Context: an optimization exercise on an open-source flow, tuned for small area. The choices shown serve that exercise and are no tape-out recipe.
Where RTL was checked, it was by simulation tests only, not by an equivalence proof against the original.
No activity file was given, so power comes from the tool's default toggle rates. The flow treats the clock pin as an ideal source, which a real chip does not have.

==> inputs of run P <==
==> flow/design.v <==
`timescale 1ns / 1ps
module baud_rate_gen (clk, rst, S_tick);
    input clk, rst;
    output S_tick;
    reg [8:0] lfsr;
    assign S_tick = ~lfsr[8] & lfsr[6] & ~lfsr[4] & ~lfsr[3] & lfsr[2] & ~lfsr[1] & ~lfsr[0];
    always @ (posedge clk, posedge rst) begin
        if (rst)
            lfsr <= 9'h164;
        else
            lfsr <= {lfsr[7:0], (lfsr[8] ^ lfsr[4]) | S_tick};
    end
endmodule
`timescale 1ns / 1ps
module UART_FIFO (clk, rst, wr_en, wr_data, rd_en, rd_data, empty, full, head);
    input clk, rst, wr_en, rd_en;
    input [7:0] wr_data;
    output empty, full;
    output reg [7:0] rd_data;
    output [7:0] head;
    reg [127:0] mem;
    reg [4:0] last;
    assign empty = (last == 5'b11111);
    assign full  = (last == 5'b01111);
    assign head  = mem[{last[3:0], 3'b000} +: 8];
    wire do_wr = wr_en & ~full;
    wire do_rd = rd_en & ~empty;
    always @ (posedge clk) begin
        if (do_wr)
            mem <= {mem[119:0], wr_data};
    end
    always @ (posedge clk) begin
        if (rst) begin
            rd_data <= 8'd0;
            last <= 5'b11111;
        end
        else begin
            if (do_wr & ~do_rd)
                last <= last + 1'b1;
            else if (do_rd & ~do_wr)
                last <= last - 1'b1;
            if (do_rd)
                rd_data <= head;
        end
    end
endmodule
`timescale 1ns / 1ps
module UART_TX (clk, S_tick, tx_start, rst, din, head, tx, tx_done_tick);
    input clk, tx_start, rst;
    input S_tick;
    input [7:0] din, head;
    output reg tx_done_tick;
    output reg tx;
    reg active, same, ready;
    reg [3:0] idx, tick_count;
    wire bit_end = S_tick & (tick_count == 4'd15);
    wire last = (idx == 4'd10);
    reg frame_bit;
    always @ (*) begin
        case (idx)
            4'd0: frame_bit = 1'b0;
            4'd1: frame_bit = din[0];
            4'd2: frame_bit = din[1];
            4'd3: frame_bit = din[2];
            4'd4: frame_bit = din[3];
            4'd5: frame_bit = din[4];
            4'd6: frame_bit = din[5];
            4'd7: frame_bit = din[6];
            4'd8: frame_bit = din[7];
            4'd9: frame_bit = ^din;
            default: frame_bit = 1'b1;
        endcase
    end
    always @ (posedge clk, posedge rst) begin
        if (rst) begin
            active <= 1'b0;
            same <= 1'b0;
            ready <= 1'b0;
            tx <= 1'b1;
            tx_done_tick <= 1'b0;
        end
        else begin
            tx <= active ? frame_bit : 1'b1;
            tx_done_tick <= active & bit_end & last;
            ready <= ~active & same;
            if (~active & tx_start)
                same <= tx_done_tick ? (head == din) : 1'b1;
            if (~active)
                active <= tx_start & ready;
            else if (bit_end & last)
                active <= 1'b0;
        end
    end
    always @ (posedge clk) begin
        if (~active) begin
            tick_count <= 4'd0;
            idx <= 4'd0;
        end
        else if (S_tick) begin
            tick_count <= tick_count + 1'b1;
            if (tick_count == 4'd15)
                idx <= idx + 1'b1;
        end
    end
endmodule
`timescale 1ns / 1ps
module UART_RX (clk, S_tick, rst, rx, dout, rx_done_tick, parity_error, frame_error);
    parameter IDLE = 2'b00;
    parameter START = 2'b01;
    parameter SHIFT = 2'b10;
    parameter STOP = 2'b11;
    input clk, rst;
    input S_tick;
    input rx;
    output [7:0] dout;
    output reg rx_done_tick;
    output reg parity_error, frame_error;
    reg [1:0] cs;
    reg [3:0] tick_count, bit_count;
    reg [7:0] data;
    reg par, start_bit;
    assign dout = data;
    wire bit_end = S_tick & (tick_count == 4'd15);
    always @ (posedge clk, posedge rst) begin
        if (rst) begin
            cs <= IDLE;
            rx_done_tick <= 1'b0;
            parity_error <= 1'b0;
            frame_error <= 1'b0;
        end
        else begin
            rx_done_tick <= (cs == STOP) & bit_end;
            parity_error <= (cs == STOP) & par;
            frame_error <= (cs == STOP) & bit_end & (start_bit | ~rx);
            case (cs)
                IDLE:  if (~rx) cs <= START;
                START: if (bit_end) cs <= SHIFT;
                SHIFT: if (bit_end & bit_count[3]) cs <= STOP;
                STOP:  if (bit_end & rx) cs <= IDLE;
            endcase
        end
    end
    always @ (posedge clk) begin
        if (cs == IDLE) begin
            tick_count <= 4'd8;
            bit_count <= 4'd0;
        end
        else if (S_tick)
            tick_count <= tick_count + 1'b1;
        if (bit_end) begin
            if (cs == START) begin
                start_bit <= rx;
                par <= 1'b0;
            end
            if (cs == SHIFT) begin
                par <= par ^ rx;
                bit_count <= bit_count + 1'b1;
                if (~bit_count[3])
                    data <= {rx, data[7:1]};
            end
        end
    end
endmodule
`timescale 1ns / 1ps
module Transmitter_TOP (clk, rst, S_tick, tx_wr_data, tx_wr_en, tx, tx_full);
    input clk, rst, S_tick, tx_wr_en;
    input [7:0] tx_wr_data;
    output tx, tx_full;
    wire tx_rd_en;
    wire [7:0] tx_rd_data, tx_head;
    wire tx_empty;
    UART_TX transmitter (.clk(clk), .S_tick(S_tick), .rst(rst), .tx_start(~tx_empty),
                         .din(tx_rd_data), .head(tx_head), .tx(tx), .tx_done_tick(tx_rd_en));
    UART_FIFO tx_fifo (.clk(clk), .rst(rst), .wr_en(tx_wr_en), .wr_data(tx_wr_data),
                       .rd_en(tx_rd_en), .rd_data(tx_rd_data), .empty(tx_empty), .full(tx_full),
                       .head(tx_head));
endmodule
`timescale 1ns / 1ps
module Receiver_TOP (clk, rst, S_tick, rx, rx_rd_en, rx_rd_data, rx_empty, rx_full, rx_parity_error, rx_frame_error);
    input clk, rst, S_tick, rx, rx_rd_en;
    output [7:0] rx_rd_data;
    output rx_empty, rx_full, rx_parity_error, rx_frame_error;
    wire rx_wr_en;
    wire [7:0] rx_wr_data;
    wire [7:0] rx_head;
    UART_RX receiver (.clk(clk), .S_tick(S_tick), .rst(rst), .rx(rx), .dout(rx_wr_data),
                      .rx_done_tick(rx_wr_en), .parity_error(rx_parity_error), .frame_error(rx_frame_error));
    UART_FIFO rx_fifo (.clk(clk), .rst(rst), .wr_en(rx_wr_en), .wr_data(rx_wr_data), .rd_en(rx_rd_en),
                       .rd_data(rx_rd_data), .empty(rx_empty), .full(rx_full), .head(rx_head));
endmodule
`timescale 1ns / 1ps
module UART_wrapper (clk, rst, rx, rx_rd_en, tx_wr_data, tx_wr_en, rx_rd_data, rx_empty, rx_full, tx, tx_full,
                     rx_parity_error, rx_frame_error);
    parameter N_BIT = 8;   
    input clk, rst;
    input rx;   
    input rx_rd_en;   
    input tx_wr_en;   
    input [N_BIT - 1 : 0] tx_wr_data;   
    output rx_empty, rx_full;   
    output tx;   
    output tx_full;   
    output rx_parity_error, rx_frame_error;   
    output [N_BIT - 1 : 0] rx_rd_data;   
    wire S_tick;   
    baud_rate_gen baud_rate_generator (.clk(clk), .rst(rst), .S_tick(S_tick));
    Transmitter_TOP tx_top (.clk(clk), .rst(rst), .S_tick(S_tick), .tx_wr_data(tx_wr_data), .tx_wr_en(tx_wr_en),
                           .tx(tx), .tx_full(tx_full));
    Receiver_TOP rx_top (.clk(clk), .rst(rst), .S_tick(S_tick), .rx(rx), .rx_rd_en(rx_rd_en), .rx_rd_data(rx_rd_data),
                         .rx_empty(rx_empty), .rx_full(rx_full), .rx_parity_error(rx_parity_error), .rx_frame_error(rx_frame_error));
endmodule
==> flow/flow/run.sh <==
#!/bin/bash
# Own flow: the standard synthesis, then the standard ORFS steps with
#  - cells downsized to their smallest equivalent before placement (flow/downsize.tcl),
#  - port buffers made with buf_1,
#  - a clock tree of small clock buffers without dummy loads.
set -euo pipefail
HERE=$(pwd)
bash standard.sh synth > synth.log 2>&1
export PRE_GLOBAL_PLACE_TCL=$HERE/flow/downsize.tcl
export BUFFER_PORTS_ARGS="-buffer_cell sky130_fd_sc_hd__buf_1"
export CTS_ARGS="-sink_clustering_enable -repair_clock_nets -buf_list {sky130_fd_sc_hd__clkbuf_4 sky130_fd_sc_hd__clkbuf_8} -sink_clustering_size 12 -sink_clustering_max_diameter 60 -dont_use_dummy_load"
bash standard.sh > layout.log 2>&1
==> flow/flow/downsize.tcl <==
# Area recovery before placement: give every cell the smallest-area cell of the same function
# and pins (its drive strength may change; a register stays the same kind of register). Repair
# later in the flow upsizes or buffers again where slew, capacitance or timing need it.
set lib [lindex [get_libs *] 0]
sta::make_equiv_cells $lib
set dont_use_pat {probe|lpflow|clkdlybuf|dlygate|dlymetal|clkbuf|clkinv}
set saved 0.0
set n 0
foreach inst [[ord::get_db_block] getInsts] {
  set master [$inst getMaster]
  if { [$master getType] ne "CORE" } { continue }
  set name [$master getName]
  set cell [get_lib_cells -quiet $name]
  if { $cell eq "" } { continue }
  set best $name
  set best_area [expr { [$master getWidth] * [$master getHeight] }]
  foreach eq [sta::find_equiv_cells $cell] {
    set en [get_name $eq]
    if { [regexp $dont_use_pat $en] } { continue }
    set m [[ord::get_db] findMaster $en]
    if { $m eq "NULL" } { continue }
    set a [expr { [$m getWidth] * [$m getHeight] }]
    if { $a < $best_area } { set best $en; set best_area $a }
  }
  if { $best ne $name } {
    set old [expr { [$master getWidth] * [$master getHeight] }]
    set saved [expr { $saved + $old - $best_area }]
    incr n
    replace_cell [$inst getName] $best
  }
}
set dbu [[ord::get_db_block] getDbUnitsPerMicron]
puts "downsize: $n cells replaced, [expr { $saved / $dbu / $dbu }] um2 saved"
==> flow/standard.sh <==
#!/bin/bash
# synth_recipe.tcl (not shown) runs the flow's synth.tcl, then flattens the netlist and writes it again
# the make line also repeats each setting of config.mk as NAME=value (left out here)
make -C /OpenROAD-flow-scripts/flow DESIGN_CONFIG=/design/flow/config.mk WORK_HOME=/design/flow/orfs CLKGATE_MAP_FILE= SYNTH_SCRIPT=/design/flow/synth_recipe.tcl "${@:-finish}"
==> flow/config.mk <==
export PLATFORM = sky130hd
export DESIGN_NAME = UART_wrapper
export DESIGN_NICKNAME = UART_wrapper
export VERILOG_FILES = /design/flow/design.v
export SDC_FILE = /design/flow/constraint.sdc
export NUM_CORES = 4
export LEC_CHECK = 0
export CAP_MARGIN = 20
export CORE_MARGIN = 2
export CORE_UTILIZATION = 40
export SLEW_MARGIN = 20
==> flow/constraint.sdc <==
create_clock -name core_clock -period 20.0 [get_ports {clk}]
set_input_delay 4.0000 -clock core_clock [delete_from_list [all_inputs] [get_ports {clk}]]
set_output_delay 4.0000 -clock core_clock [all_outputs]
set_load 0.01 [all_outputs]
==> run B (differences from run P) <==
--- a/flow/design.v
+++ b/flow/design.v
@@ -22,69 +22,92 @@
     reg [4:0] last;
     assign empty = (last == 5'b11111);
     assign full  = (last == 5'b01111);
-    assign head  = mem[{last[3:0], 3'b000} +: 8];
+    wire [15:0] sel = 16'd1 << last[3:0];
+    wire [7:0] p0, p1, p2, p3, p4, p5, q0, q1;
+    UART_AOI222 s0 (.a(mem[7:0]),     .b(mem[15:8]),    .c(mem[23:16]),
+                    .sa(sel[0]),  .sb(sel[1]),  .sc(sel[2]),  .y(p0));
+    UART_AOI222 s1 (.a(mem[31:24]),   .b(mem[39:32]),   .c(mem[47:40]),
+                    .sa(sel[3]),  .sb(sel[4]),  .sc(sel[5]),  .y(p1));
+    UART_AOI222 s2 (.a(mem[55:48]),   .b(mem[63:56]),   .c(mem[71:64]),
+                    .sa(sel[6]),  .sb(sel[7]),  .sc(sel[8]),  .y(p2));
+    UART_AOI222 s3 (.a(mem[79:72]),   .b(mem[87:80]),   .c(mem[95:88]),
+                    .sa(sel[9]),  .sb(sel[10]), .sc(sel[11]), .y(p3));
+    UART_AOI222 s4 (.a(mem[103:96]),  .b(mem[111:104]), .c(mem[119:112]),
+                    .sa(sel[12]), .sb(sel[13]), .sc(sel[14]), .y(p4));
+    UART_NAND2  s5 (.a(mem[127:120]), .sa(sel[15]), .y(p5));
+    UART_NAND3  n0 (.a(p0), .b(p1), .c(p2), .y(q0));
+    UART_NAND3  n1 (.a(p3), .b(p4), .c(p5), .y(q1));
+    assign head = q0 | q1;
     wire do_wr = wr_en & ~full;
     wire do_rd = rd_en & ~empty;
+    wire up = do_wr & ~do_rd;
+    wire down = do_rd & ~do_wr;
+    wire [4:0] flip;
+    assign flip[0] = up | down;
+    assign flip[1] = (up & last[0]) | (down & ~last[0]);
+    assign flip[2] = (up & (&last[1:0])) | (down & ~(|last[1:0]));
+    assign flip[3] = (up & (&last[2:0])) | (down & ~(|last[2:0]));
+    assign flip[4] = (up & (&last[3:0])) | (down & ~(|last[3:0]));
     always @ (posedge clk) begin
         if (do_wr)
             mem <= {mem[119:0], wr_data};
     end
     always @ (posedge clk) begin
-        if (rst) begin
-            rd_data <= 8'd0;
+        if (rst)
             last <= 5'b11111;
-        end
-        else begin
-            if (do_wr & ~do_rd)
-                last <= last + 1'b1;
-            else if (do_rd & ~do_wr)
-                last <= last - 1'b1;
-            if (do_rd)
-                rd_data <= head;
-        end
-    end
+        else
+            last <= last ^ flip;
+    end
+    always @ (posedge clk) begin
+        if (do_rd | rst)
+            rd_data <= head & {8{~rst}};
+    end
+endmodule
+module UART_AOI222 (a, b, c, sa, sb, sc, y);
+    input [7:0] a, b, c;
+    input sa, sb, sc;
+    output [7:0] y;
+    assign y = ~((a & {8{sa}}) | (b & {8{sb}}) | (c & {8{sc}}));
+endmodule
+module UART_NAND2 (a, sa, y);
+    input [7:0] a;
+    input sa;
+    output [7:0] y;
+    assign y = ~(a & {8{sa}});
+endmodule
+module UART_NAND3 (a, b, c, y);
+    input [7:0] a, b, c;
+    output [7:0] y;
+    assign y = ~(a & b & c);
 endmodule
 `timescale 1ns / 1ps
 module UART_TX (clk, S_tick, tx_start, rst, din, head, tx, tx_done_tick);
     input clk, tx_start, rst;
     input S_tick;
     input [7:0] din, head;
-    output reg tx_done_tick;
+    output tx_done_tick;
     output reg tx;
-    reg active, same, ready;
+    reg active, same, ready, par;
     reg [3:0] idx, tick_count;
+    assign tx_done_tick = ~active & ~idx[0];
     wire bit_end = S_tick & (tick_count == 4'd15);
-    wire last = (idx == 4'd10);
-    reg frame_bit;
-    always @ (*) begin
-        case (idx)
-            4'd0: frame_bit = 1'b0;
-            4'd1: frame_bit = din[0];
-            4'd2: frame_bit = din[1];
-            4'd3: frame_bit = din[2];
-            4'd4: frame_bit = din[3];
-            4'd5: frame_bit = din[4];
-            4'd6: frame_bit = din[5];
-            4'd7: frame_bit = din[6];
-            4'd8: frame_bit = din[7];
-            4'd9: frame_bit = ^din;
-            default: frame_bit = 1'b1;
-        endcase
-    end
+    wire last = (idx == 4'd1);
+    wire equal;
+    UART_EQ8 compare (.a(head), .b(din), .y(equal));
+    wire frame_bit;
+    UART_FRAME_BIT frame (.idx(idx), .din(din), .par(par), .y(frame_bit));
     always @ (posedge clk, posedge rst) begin
         if (rst) begin
             active <= 1'b0;
             same <= 1'b0;
             ready <= 1'b0;
             tx <= 1'b1;
-            tx_done_tick <= 1'b0;
         end
         else begin
             tx <= active ? frame_bit : 1'b1;
-            tx_done_tick <= active & bit_end & last;
             ready <= ~active & same;
             if (~active & tx_start)
-                same <= tx_done_tick ? (head == din) : 1'b1;
+                same <= ~tx_done_tick | equal;
             if (~active)
                 active <= tx_start & ready;
             else if (bit_end & last)
@@ -94,14 +117,29 @@
     always @ (posedge clk) begin
         if (~active) begin
             tick_count <= 4'd0;
-            idx <= 4'd0;
+            idx <= 4'd7;
+            par <= 1'b0;
         end
         else if (S_tick) begin
             tick_count <= tick_count + 1'b1;
-            if (tick_count == 4'd15)
+            if (tick_count == 4'd15) begin
                 idx <= idx + 1'b1;
-        end
-    end
+                par <= par ^ frame_bit;
+            end
+        end
+    end
+endmodule
+module UART_EQ8 (a, b, y);
+    input [7:0] a, b;
+    output y;
+    assign y = (a == b);
+endmodule
+module UART_FRAME_BIT (idx, din, par, y);
+    input [3:0] idx;
+    input [7:0] din;
+    input par;
+    output y;
+    assign y = idx[3] ? din[idx[2:0]] : (~idx[1] & (idx[0] | par));
 endmodule
 `timescale 1ns / 1ps
 module UART_RX (clk, S_tick, rst, rx, dout, rx_done_tick, parity_error, frame_error);
@@ -114,28 +152,28 @@
     input rx;
     output [7:0] dout;
     output reg rx_done_tick;
-    output reg parity_error, frame_error;
+    output reg parity_error;
+    output frame_error;
     reg [1:0] cs;
-    reg [3:0] tick_count, bit_count;
-    reg [7:0] data;
+    reg [3:0] tick_count;
+    reg [8:0] data;
     reg par, start_bit;
-    assign dout = data;
+    assign dout = data[8:1];
     wire bit_end = S_tick & (tick_count == 4'd15);
+    assign frame_error = rx_done_tick & (start_bit | (cs == STOP));
     always @ (posedge clk, posedge rst) begin
         if (rst) begin
             cs <= IDLE;
             rx_done_tick <= 1'b0;
             parity_error <= 1'b0;
-            frame_error <= 1'b0;
         end
         else begin
             rx_done_tick <= (cs == STOP) & bit_end;
             parity_error <= (cs == STOP) & par;
-            frame_error <= (cs == STOP) & bit_end & (start_bit | ~rx);
             case (cs)
                 IDLE:  if (~rx) cs <= START;
                 START: if (bit_end) cs <= SHIFT;
-                SHIFT: if (bit_end & bit_count[3]) cs <= STOP;
+                SHIFT: if (bit_end & data[0]) cs <= STOP;
                 STOP:  if (bit_end & rx) cs <= IDLE;
             endcase
         end
@@ -143,20 +181,18 @@
     always @ (posedge clk) begin
         if (cs == IDLE) begin
             tick_count <= 4'd8;
-            bit_count <= 4'd0;
+            data <= 9'h100;
+            par <= 1'b0;
         end
         else if (S_tick)
             tick_count <= tick_count + 1'b1;
         if (bit_end) begin
-            if (cs == START) begin
+            if (cs == START)
                 start_bit <= rx;
-                par <= 1'b0;
-            end
             if (cs == SHIFT) begin
                 par <= par ^ rx;
-                bit_count <= bit_count + 1'b1;
-                if (~bit_count[3])
-                    data <= {rx, data[7:1]};
+                if (~data[0])
+                    data <= {rx, data[8:1]};
             end
         end
     end
--- a/flow/flow/run.sh
+++ b/flow/flow/run.sh
@@ -8,5 +8,5 @@
 bash standard.sh synth > synth.log 2>&1
 export PRE_GLOBAL_PLACE_TCL=$HERE/flow/downsize.tcl
 export BUFFER_PORTS_ARGS="-buffer_cell sky130_fd_sc_hd__buf_1"
-export CTS_ARGS="-sink_clustering_enable -repair_clock_nets -buf_list {sky130_fd_sc_hd__clkbuf_4 sky130_fd_sc_hd__clkbuf_8} -sink_clustering_size 12 -sink_clustering_max_diameter 60 -dont_use_dummy_load"
+export CTS_ARGS="-sink_clustering_enable -repair_clock_nets -buf_list {sky130_fd_sc_hd__clkbuf_16} -sink_clustering_size 34 -sink_clustering_max_diameter 100 -distance_between_buffers 1000 -branching_point_buffers_distance 1000 -dont_use_dummy_load"
 bash standard.sh > layout.log 2>&1
Settings changed: CORE_UTILIZATION 40 to 55, SYNTH_HIERARCHICAL set to 1, SYNTH_MINIMUM_KEEP_SIZE set to 0.
==> run K (differences from run P) <==
--- a/flow/design.v
+++ b/flow/design.v
@@ -49,10 +49,11 @@
     input clk, tx_start, rst;
     input S_tick;
     input [7:0] din, head;
-    output reg tx_done_tick;
+    output tx_done_tick;
     output reg tx;
-    reg active, same, ready;
+    reg active, same, ready, par;
     reg [3:0] idx, tick_count;
+    assign tx_done_tick = ~active & idx[3];
     wire bit_end = S_tick & (tick_count == 4'd15);
     wire last = (idx == 4'd10);
     reg frame_bit;
@@ -67,7 +68,7 @@
             4'd6: frame_bit = din[5];
             4'd7: frame_bit = din[6];
             4'd8: frame_bit = din[7];
-            4'd9: frame_bit = ^din;
+            4'd9: frame_bit = par;
             default: frame_bit = 1'b1;
         endcase
     end
@@ -77,11 +78,9 @@
             same <= 1'b0;
             ready <= 1'b0;
             tx <= 1'b1;
-            tx_done_tick <= 1'b0;
         end
         else begin
             tx <= active ? frame_bit : 1'b1;
-            tx_done_tick <= active & bit_end & last;
             ready <= ~active & same;
             if (~active & tx_start)
                 same <= tx_done_tick ? (head == din) : 1'b1;
@@ -95,11 +94,15 @@
         if (~active) begin
             tick_count <= 4'd0;
             idx <= 4'd0;
+            par <= 1'b0;
         end
         else if (S_tick) begin
             tick_count <= tick_count + 1'b1;
-            if (tick_count == 4'd15)
+            if (tick_count == 4'd15) begin
                 idx <= idx + 1'b1;
+                if (idx != 4'd0 && idx <= 4'd8)
+                    par <= par ^ frame_bit;
+            end
         end
     end
 endmodule
@@ -114,24 +117,24 @@
     input rx;
     output [7:0] dout;
     output reg rx_done_tick;
-    output reg parity_error, frame_error;
+    output reg parity_error;
+    output frame_error;
     reg [1:0] cs;
     reg [3:0] tick_count, bit_count;
     reg [7:0] data;
     reg par, start_bit;
     assign dout = data;
     wire bit_end = S_tick & (tick_count == 4'd15);
+    assign frame_error = rx_done_tick & (start_bit | (cs == STOP));
     always @ (posedge clk, posedge rst) begin
         if (rst) begin
             cs <= IDLE;
             rx_done_tick <= 1'b0;
             parity_error <= 1'b0;
-            frame_error <= 1'b0;
         end
         else begin
             rx_done_tick <= (cs == STOP) & bit_end;
             parity_error <= (cs == STOP) & par;
-            frame_error <= (cs == STOP) & bit_end & (start_bit | ~rx);
             case (cs)
                 IDLE:  if (~rx) cs <= START;
                 START: if (bit_end) cs <= SHIFT;
--- a/flow/flow/run.sh
+++ b/flow/flow/run.sh
@@ -8,5 +8,5 @@
 bash standard.sh synth > synth.log 2>&1
 export PRE_GLOBAL_PLACE_TCL=$HERE/flow/downsize.tcl
 export BUFFER_PORTS_ARGS="-buffer_cell sky130_fd_sc_hd__buf_1"
-export CTS_ARGS="-sink_clustering_enable -repair_clock_nets -buf_list {sky130_fd_sc_hd__clkbuf_4 sky130_fd_sc_hd__clkbuf_8} -sink_clustering_size 12 -sink_clustering_max_diameter 60 -dont_use_dummy_load"
+export CTS_ARGS="-sink_clustering_enable -repair_clock_nets -buf_list {sky130_fd_sc_hd__clkbuf_16} -sink_clustering_size 34 -sink_clustering_max_diameter 100 -dont_use_dummy_load"
 bash standard.sh > layout.log 2>&1
Settings changed: CORE_UTILIZATION 40 to 55.
==> results.txt <==
Status: run P timing/DRC/antenna clean; run B timing/DRC/antenna clean; run K timing/DRC/antenna clean
Multi-input combinational area share: run P 26.6%; run B 20.5%; run K 26.4%
Met2 wirelength from detailed routing: run P 10500 µm; run B 9980 µm; run K 10700 µm
Die height: run P 188 µm; run B 154 µm; run K 159 µm
End point of the most critical hold path: run P baud_rate_generator.lfsr[8]; run B baud_rate_generator.lfsr[6]; run K baud_rate_generator.lfsr[6]
Site row count: run P 67; run B 54; run K 56
Multi-input logic area: run P 3830 µm²; run B 2630 µm²; run K 3680 µm²
Register-to-Register Path Depth: run P 14; run B 10; run K 12
Share of synthesized cell area in full adder, half adder and majority cells: run P 2.05%; run B 1.32%; run K 2.11%
Clock sink count: run P 327; run B 323; run K 326
Mux share of post-synthesis cell area: run P 15.1%; run B 1.55%; run K 15.0%
Met1 routed wirelength after detailed routing: run P 11600 µm; run B 9880 µm; run K 11200 µm
Yosys warning total: run P 4; run B 10; run K 4
Biggest fanout along the worst timing path: run P 58; run B 12; run K 53
Final net count: run P 863; run B 789; run K 807
Portion of total power attributed to sequential cells: run P 57.3%; run B 66.5%; run K 58.8%
Tapcells inserted: run P 448; run B 280; run K 319
Post-synthesis compound-gate area fraction: run P 3.73%; run B 8.20%; run K 3.81%
Global routing usage on met3: run P 1.93%; run B 2.20%; run K 2.59%
Clk network pwr share: run P 23.5%; run B 24.6%; run K 21.8%
For run P, only the layout was checked, not whether the RTL still works.

-- afterwards: timing with drivers on the ports --
No port has a modelled driver above. Below, the same layouts with a new extraction and two added sets of constraints. Step 1: set_driving_cell puts a clkbuf_16 on clk and a buf_2 on each other input, an assumption about the parent block. Step 2 also shifts input and output timing later by t, the mid clock arrival at the registers, as if the neighbouring blocks saw the same clock. Slacks: no drivers / after step 1 / after step 2; pairs: no drivers / after step 1.
| run | shift t [ns] | setup WS [ns] | clock arrival spread, ns | pins driven straight from the clock port |
|---|---|---|---|---|
| run P | 0.609 | 13.639 / 13.592 / 13.517 | 0.074 / 0.074 | 1 |
| run B | 0.516 | 14.225 / 14.178 / 14.312 | 0.051 / 0.051 | 1 |
| run K | 0.532 | 13.728 / 13.680 / 13.864 | 0.031 / 0.031 | 1 |
After both steps setup and hold are still met in every run listed. For run P, which loses most, drivers alone change the setup slack by -0.047 ns; drivers and shift together by -0.122 ns.
